Source: an optimization exercise on an open RTL-to-GDS flow (aim: small area and a short achievable clock period). Production flows keep margins and buffers that such runs may drop.
Function was checked by simulation only, so behaviour that the tests miss may differ from the original.
No activity file was given, so power comes from the tool's default toggle rates.

== TR ==
==> flow/design.v <==
module proc(DIN, Resetn, Clock, Run, Done, BusWires);
	input [15:0] DIN;
	input Resetn, Clock, Run;
	output Done;
	output [15:0] BusWires;
	reg [1:0] T;
	reg [8:0] IR;
	reg [15:0] acc;
	reg accg, gnz;
	reg [7:0] rs;
	reg racc, rdin;
	reg acc_en, sub_en;
	reg [15:0] R0, R1, R2, R3, R4, R5, R6, R7;
	wire [2:0] I = IR[8:6];
	wire [2:0] X = IR[5:3];
	wire [2:0] Y = IR[2:0];
	wire t0 = (T == 2'd0);
	wire t1 = (T == 2'd1);
	wire t2 = (T == 2'd2);
	wire t3 = (T == 2'd3);
	wire op_mv   = (I == 3'b000);
	wire op_mvi  = (I == 3'b001);
	wire op_as   = (I[2:1] == 2'b01);
	wire op_sub  = (I == 3'b011);
	wire op_st   = (I == 3'b100);
	wire op_ld   = (I == 3'b101);
	wire op_mvnz = (I == 3'b110);
	wire op_sh   = (I == 3'b111);
	wire gnz_now = accg ? (|acc) : gnz;
	wire wr = (t1 & (op_mv | op_mvi | (op_mvnz & gnz_now))) | (t2 & (op_ld | op_sh)) | (t3 & op_as);
	assign Done = (t1 & (op_mv | op_mvi | op_mvnz)) | (t2 & (op_ld | op_sh)) | (t3 & op_as);
	wire [15:0] nrbus, wbus;
	wire [15:7] dbus;
	genvar i;
	generate for (i = 0; i < 16; i = i + 1) begin : bus
		wire x0, x1, x2, x3, v, ya, u;
		g_aoi22 m0(.a1(R0[i]), .a2(rs[0]), .b1(R1[i]), .b2(rs[1]), .y(x0));
		g_aoi22 m1(.a1(R2[i]), .a2(rs[2]), .b1(R3[i]), .b2(rs[3]), .y(x1));
		g_aoi22 m2(.a1(R4[i]), .a2(rs[4]), .b1(R5[i]), .b2(rs[5]), .y(x2));
		g_aoi22 m3(.a1(R6[i]), .a2(rs[6]), .b1(R7[i]), .b2(rs[7]), .y(x3));
		g_and4 m4(.a(x0), .b(x1), .c(x2), .d(x3), .y(v));
		g_nand2 m5(.a(acc[i]), .b(racc), .y(ya));
		g_nand2 m6(.a(DIN[i]), .b(rdin), .y(u));
		g_nand3 m7(.a(v), .b(ya), .c(u), .y(BusWires[i]));
		g_nand3 m8(.a(v), .b(ya), .c(u), .y(wbus[i]));
		if (i >= 7) begin : d
			g_nand3 m9(.a(v), .b(ya), .c(u), .y(dbus[i]));
		end
		assign nrbus[i] = v;
	end endgenerate
	wire [2:0] dop = dbus[15:13];
	wire d_as  = (dop[2:1] == 2'b01);
	wire d_rdx = d_as | (dop == 3'b100);
	wire d_rdy = (dop == 3'b000) | (dop == 3'b101) | ((dop == 3'b110) & gnz_now);
	wire [2:0] sidx_n = t0 ? (d_rdx ? dbus[12:10] : dbus[9:7]) : Y;
	wire rd_n = t0 ? (Run & (d_rdx | d_rdy)) : (t1 & (op_as | op_st | op_sh));
	wire [7:0] rs_n;
	g_dec8 drs(.en(rd_n), .s(sidx_n), .y(rs_n));
	wire racc_n = t2 & op_as;
	wire acc_en_n = (t0 & Run & d_as) | (t1 & op_as);
	wire sub_en_n = t0 ? (dop == 3'b011) : op_sub;
	wire [15:0] sum;
	g_addsub alu(.a(acc), .nb(nrbus), .inv(sub_en), .y(sum));
	always @(posedge Clock, negedge Resetn)
		if (!Resetn) begin
			T <= 2'd0;
			rs <= 8'd0;
			racc <= 1'b0;
			rdin <= 1'b1;
			acc_en <= 1'b0;
		end else begin
			case (T)
				2'd0: T <= Run ? 2'd1 : 2'd0;
				2'd1: T <= Done ? 2'd0 : 2'd2;
				2'd2: T <= 2'd3;
				2'd3: T <= 2'd0;
			endcase
			rs <= rs_n;
			racc <= racc_n;
			rdin <= ~(rd_n | racc_n);
			acc_en <= acc_en_n;
		end
	always @(posedge Clock)
		sub_en <= sub_en_n;
	wire [8:0] IR_n;
	g_hold9 hir(.en(t0), .d(dbus[15:7]), .q(IR), .y(IR_n));
	always @(posedge Clock) begin
		IR <= IR_n;
		acc <= {16{acc_en}} & sum;
		accg <= t2 & op_as;
	end
	always @(posedge Clock)
		if (accg)
			gnz <= |acc;
	wire [7:0] we;
	g_dec8 dwe(.en(wr), .s(X), .y(we));
	wire [15:0] R0_n, R1_n, R2_n, R3_n, R4_n, R5_n, R6_n, R7_n;
	g_hold16 h0(.en(we[0]), .d(wbus), .q(R0), .y(R0_n));
	g_hold16 h1(.en(we[1]), .d(wbus), .q(R1), .y(R1_n));
	g_hold16 h2(.en(we[2]), .d(wbus), .q(R2), .y(R2_n));
	g_hold16 h3(.en(we[3]), .d(wbus), .q(R3), .y(R3_n));
	g_hold16 h4(.en(we[4]), .d(wbus), .q(R4), .y(R4_n));
	g_hold16 h5(.en(we[5]), .d(wbus), .q(R5), .y(R5_n));
	g_hold16 h6(.en(we[6]), .d(wbus), .q(R6), .y(R6_n));
	g_hold16 h7(.en(we[7]), .d(wbus), .q(R7), .y(R7_n));
	always @(posedge Clock) begin
		R0 <= R0_n;
		R1 <= R1_n;
		R2 <= R2_n;
		R3 <= R3_n;
		R4 <= R4_n;
		R5 <= R5_n;
		R6 <= R6_n;
		R7 <= R7_n;
	end
endmodule
module g_aoi22(a1, a2, b1, b2, y);
	input a1, a2, b1, b2;
	output y;
	assign y = ~((a1 & a2) | (b1 & b2));
endmodule
module g_nand2(a, b, y);
	input a, b;
	output y;
	assign y = ~(a & b);
endmodule
module g_nand3(a, b, c, y);
	input a, b, c;
	output y;
	assign y = ~(a & b & c);
endmodule
module g_and4(a, b, c, d, y);
	input a, b, c, d;
	output y;
	assign y = a & b & c & d;
endmodule
module g_hold16(en, d, q, y);
	input en;
	input [15:0] d, q;
	output [15:0] y;
	wire nen = ~en;
	genvar i;
	generate for (i = 0; i < 16; i = i + 1) begin : b
		g_ao22 m(.a1(en), .a2(d[i]), .b1(nen), .b2(q[i]), .y(y[i]));
	end endgenerate
endmodule
module g_hold9(en, d, q, y);
	input en;
	input [8:0] d, q;
	output [8:0] y;
	wire nen = ~en;
	genvar i;
	generate for (i = 0; i < 9; i = i + 1) begin : b
		g_ao22 m(.a1(en), .a2(d[i]), .b1(nen), .b2(q[i]), .y(y[i]));
	end endgenerate
endmodule
module g_ao22(a1, a2, b1, b2, y);
	input a1, a2, b1, b2;
	output y;
	assign y = (a1 & a2) | (b1 & b2);
endmodule
module g_addsub(a, nb, inv, y);
	input [15:0] a, nb;
	wire [15:0] b = ~nb;
	input inv;
	output [15:0] y;
	wire [15:0] aa = a;
	wire [15:0] p = aa ^ b;
	wire [15:0] g = aa & b;
	wire gg0 = g[1] | (p[1] & g[0]);
	wire gg1 = g[3] | (p[3] & g[2]);
	wire pp1 = p[3] & p[2];
	wire gg2 = g[5] | (p[5] & g[4]);
	wire pp2 = p[5] & p[4];
	wire gg3 = g[7] | (p[7] & g[6]);
	wire pp3 = p[7] & p[6];
	wire gg4 = g[9] | (p[9] & g[8]);
	wire pp4 = p[9] & p[8];
	wire gg5 = g[11] | (p[11] & g[10]);
	wire pp5 = p[11] & p[10];
	wire gg6 = g[13] | (p[13] & g[12]);
	wire pp6 = p[13] & p[12];
	wire gg7 = g[15] | (p[15] & g[14]);
	wire pp7 = p[15] & p[14];
	wire gg8 = gg1 | (pp1 & gg0);
	wire gg9 = gg3 | (pp3 & gg2);
	wire pp9 = pp3 & pp2;
	wire gg10 = gg5 | (pp5 & gg4);
	wire pp10 = pp5 & pp4;
	wire gg11 = gg7 | (pp7 & gg6);
	wire pp11 = pp7 & pp6;
	wire gg12 = gg9 | (pp9 & gg8);
	wire gg13 = gg11 | (pp11 & gg10);
	wire pp13 = pp11 & pp10;
	wire gg14 = gg13 | (pp13 & gg12);
	wire gg15 = gg10 | (pp10 & gg12);
	wire gg16 = gg2 | (pp2 & gg8);
	wire gg17 = gg4 | (pp4 & gg12);
	wire gg18 = gg6 | (pp6 & gg15);
	wire gg19 = g[2] | (p[2] & gg0);
	wire gg20 = g[4] | (p[4] & gg8);
	wire gg21 = g[6] | (p[6] & gg16);
	wire gg22 = g[8] | (p[8] & gg12);
	wire gg23 = g[10] | (p[10] & gg17);
	wire gg24 = g[12] | (p[12] & gg15);
	wire gg25 = g[14] | (p[14] & gg18);
	wire [15:0] c = {gg25, gg18, gg24, gg15, gg23, gg17, gg22, gg12, gg21, gg16, gg20, gg8, gg19, gg0, g[0], 1'b0};
	assign y = p ^ c ^ {16{inv}};
endmodule
module g_dec8(en, s, y);
	input en;
	input [2:0] s;
	output [7:0] y;
	wire nen = ~en;
	wire [2:0] ns = ~s;
	genvar k;
	generate for (k = 0; k < 8; k = k + 1) begin : d
		g_nor4 m(.a(nen), .b(k[2] ? ns[2] : s[2]), .c(k[1] ? ns[1] : s[1]), .d(k[0] ? ns[0] : s[0]), .y(y[k]));
	end endgenerate
endmodule
module g_nor4(a, b, c, d, y);
	input a, b, c, d;
	output y;
	assign y = ~(a | b | c | d);
endmodule
Settings: LEC_CHECK=0, CAP_MARGIN=20, CORE_MARGIN=2, CORE_UTILIZATION=40, CTS_BUF_LIST=sky130_fd_sc_hd__clkbuf_4 sky130_fd_sc_hd__clkbuf_8, PLACE_DENSITY=0.6, SETUP_SLACK_MARGIN=4.2, SLEW_MARGIN=20, SYNTH_HIERARCHICAL=1; clock period 8.0 ns.
standard.sh (not shown) runs the stock make flow with config.mk's settings and CLKGATE_MAP_FILE= SYNTH_SCRIPT=/design/flow/synth_recipe.tcl, a recipe that flattens the netlist after the stock synthesis.
==> flow/flow/run.sh <==
#!/bin/bash
# Standard layout (the standard.sh) with these changes:
#  - ABC maps for a 3 fF load per gate instead of 5 fF, which keeps the
#    one-gate modules of the bus multiplexer at their smallest size;
#  - plain buf_2 cells as the port buffers, and the resizer free to pick any
#    cell footprint;
#  - clock tree synthesis without dummy load cells.
# The ORFS run's output goes to flow_make.log; each ORFS step also keeps its
# own log under orfs/logs/.
set -euo pipefail
bash standard.sh \
  ABC_LOAD_IN_FF=3 \
  MATCH_CELL_FOOTPRINT=0 \
  "BUFFER_PORTS_ARGS=-buffer_cell sky130_fd_sc_hd__buf_2" \
  "CTS_ARGS=-sink_clustering_enable -repair_clock_nets -dont_use_dummy_load -buf_list {sky130_fd_sc_hd__clkbuf_4 sky130_fd_sc_hd__clkbuf_8}" \
  finish > flow_make.log 2>&1
What AL does differently from TR at the input level:
==> flow/design.v, changed modules only <==
module proc(DIN, Resetn, Clock, Run, Done, BusWires);
	input [15:0] DIN;
	input Resetn, Clock, Run;
	output Done;
	output [15:0] BusWires;
	reg [1:0] T;
	reg [8:0] IR;
	reg [15:0] acc;
	reg accg, gnz;
	reg [7:0] rs;
	reg racc, rdin;
	reg acc_en, sub_en;
	reg [15:0] R0, R1, R2, R3, R4, R5, R6, R7;
	wire [2:0] I = IR[8:6];
	wire [2:0] X = IR[5:3];
	wire [2:0] Y = IR[2:0];
	wire t0 = (T == 2'd0);
	wire t1 = (T == 2'd1);
	wire t2 = (T == 2'd2);
	wire t3 = (T == 2'd3);
	wire op_mv   = (I == 3'b000);
	wire op_mvi  = (I == 3'b001);
	wire op_as   = (I[2:1] == 2'b01);
	wire op_sub  = (I == 3'b011);
	wire op_st   = (I == 3'b100);
	wire op_ld   = (I == 3'b101);
	wire op_mvnz = (I == 3'b110);
	wire op_sh   = (I == 3'b111);
	wire gnz_now = accg ? (|acc) : gnz;
	wire wr = (t1 & (op_mv | op_mvi | (op_mvnz & gnz_now))) | (t2 & (op_ld | op_sh)) | (t3 & op_as);
	assign Done = (t1 & (op_mv | op_mvi | op_mvnz)) | (t2 & (op_ld | op_sh)) | (t3 & op_as);
	wire [15:0] nrbus, wbus;
	genvar i;
	generate for (i = 0; i < 16; i = i + 1) begin : bus
		wire x0, x1, x2, x3, v, ya, u;
		g_aoi22 m0(.a1(R0[i]), .a2(rs[0]), .b1(R1[i]), .b2(rs[1]), .y(x0));
		g_aoi22 m1(.a1(R2[i]), .a2(rs[2]), .b1(R3[i]), .b2(rs[3]), .y(x1));
		g_aoi22 m2(.a1(R4[i]), .a2(rs[4]), .b1(R5[i]), .b2(rs[5]), .y(x2));
		g_aoi22 m3(.a1(R6[i]), .a2(rs[6]), .b1(R7[i]), .b2(rs[7]), .y(x3));
		g_and4 m4(.a(x0), .b(x1), .c(x2), .d(x3), .y(v));
		g_nand2 m5(.a(acc[i]), .b(racc), .y(ya));
		g_nand2 m6(.a(DIN[i]), .b(rdin), .y(u));
		g_nand3 m7(.a(v), .b(ya), .c(u), .y(BusWires[i]));
		g_nand3 m8(.a(v), .b(ya), .c(u), .y(wbus[i]));
		assign nrbus[i] = v;
	end endgenerate
	wire [2:0] dop = wbus[15:13];
	wire d_as  = (dop[2:1] == 2'b01);
	wire d_rdx = d_as | (dop == 3'b100);
	wire d_rdy = (dop == 3'b000) | (dop == 3'b101) | ((dop == 3'b110) & gnz_now);
	wire [2:0] sidx_n = t0 ? (d_rdx ? wbus[12:10] : wbus[9:7]) : Y;
	wire rd_n = t0 ? (Run & (d_rdx | d_rdy)) : (t1 & (op_as | op_st | op_sh));
	wire [7:0] rs_n = {8{rd_n}} & (8'd1 << sidx_n);
	wire racc_n = t2 & op_as;
	wire acc_en_n = (t0 & Run & d_as) | (t1 & op_as);
	wire sub_en_n = t0 ? (dop == 3'b011) : op_sub;
	wire [15:0] sum;
	g_addsub alu(.a(acc), .nb(nrbus), .inv(sub_en), .y(sum));
	always @(posedge Clock, negedge Resetn)
		if (!Resetn) begin
			T <= 2'd0;
			rs <= 8'd0;
			racc <= 1'b0;
			rdin <= 1'b1;
			acc_en <= 1'b0;
		end else begin
			case (T)
				2'd0: T <= Run ? 2'd1 : 2'd0;
				2'd1: T <= Done ? 2'd0 : 2'd2;
				2'd2: T <= 2'd3;
				2'd3: T <= 2'd0;
			endcase
			rs <= rs_n;
			racc <= racc_n;
			rdin <= ~(|rs_n | racc_n);
			acc_en <= acc_en_n;
		end
	always @(posedge Clock)
		sub_en <= sub_en_n;
	wire [8:0] IR_n;
	g_hold9 hir(.en(t0), .d(wbus[15:7]), .q(IR), .y(IR_n));
	always @(posedge Clock) begin
		IR <= IR_n;
		acc <= {16{acc_en}} & sum;
		accg <= t2 & op_as;
	end
	always @(posedge Clock)
		if (accg)
			gnz <= |acc;
	wire [7:0] we = {8{wr}} & (8'd1 << X);
	wire [15:0] R0_n, R1_n, R2_n, R3_n, R4_n, R5_n, R6_n, R7_n;
	g_hold16 h0(.en(we[0]), .d(wbus), .q(R0), .y(R0_n));
	g_hold16 h1(.en(we[1]), .d(wbus), .q(R1), .y(R1_n));
	g_hold16 h2(.en(we[2]), .d(wbus), .q(R2), .y(R2_n));
	g_hold16 h3(.en(we[3]), .d(wbus), .q(R3), .y(R3_n));
	g_hold16 h4(.en(we[4]), .d(wbus), .q(R4), .y(R4_n));
	g_hold16 h5(.en(we[5]), .d(wbus), .q(R5), .y(R5_n));
	g_hold16 h6(.en(we[6]), .d(wbus), .q(R6), .y(R6_n));
	g_hold16 h7(.en(we[7]), .d(wbus), .q(R7), .y(R7_n));
	always @(posedge Clock) begin
		R0 <= R0_n;
		R1 <= R1_n;
		R2 <= R2_n;
		R3 <= R3_n;
		R4 <= R4_n;
		R5 <= R5_n;
		R6 <= R6_n;
		R7 <= R7_n;
	end
endmodule
// module g_dec8 removed
// module g_nor4 removed
Results
- Sum of routed wire segments on met1: lower on TR
- Of the two values seen for startpoint of the worst setup timing path, DIN[10] was produced by TR and DIN[7] by AL.
- Lower leakage power goes to AL over TR.
- On AL: internal power contribution is about 1.2% higher than what TR gave.
- Compared to TR, AL has area overhead of the layout relative to synthesis 0.29 points lower.
- Comparing TR and AL, the lower part of the Yosys area used for sequential elements is on AL.
- Delta (AL minus TR): depth of the most critical reg-to-reg path fell by 1, initial core utilization went up, top achievable clock speed shows an increase of 0.90%.

[afterwards: timing with drivers on the ports]
The flow's constraints put no driver on any port. The routed layouts listed below were extracted and timed again, unchanged, in two steps. Step 1 (the two cells are an assumption about what drives the block):
set clk [get_ports {Clock}]
set_driving_cell -lib_cell sky130_fd_sc_hd__clkbuf_16 $clk
set_driving_cell -lib_cell sky130_fd_sc_hd__buf_2 [delete_from_list [all_inputs] $clk]
Step 2 moves the port delays by t, midway between the first and last clock arrival at a register: inputs arrive t later, outputs are due t later. That takes back most of the time a late clock gives input paths. Three values: ideal, step 1, step 2; two values: the first two.
run | shift t [ns] | setup slack, ns | worst hold slack (ns) | worst register clock-pin slew, ns
TR | 0.487 | 4.325 / 4.306 / 4.220 | 0.471 / 0.471 / 0.471 | 0.09 / 0.09
AL | 0.495 | 4.358 / 4.338 / 4.207 | 0.469 / 0.469 / 0.469 | 0.10 / 0.10
After both steps setup and hold are still met in every run listed. The setup slack of AL, which loses most, moves by -0.020 ns with the drivers and by -0.151 ns with both steps.
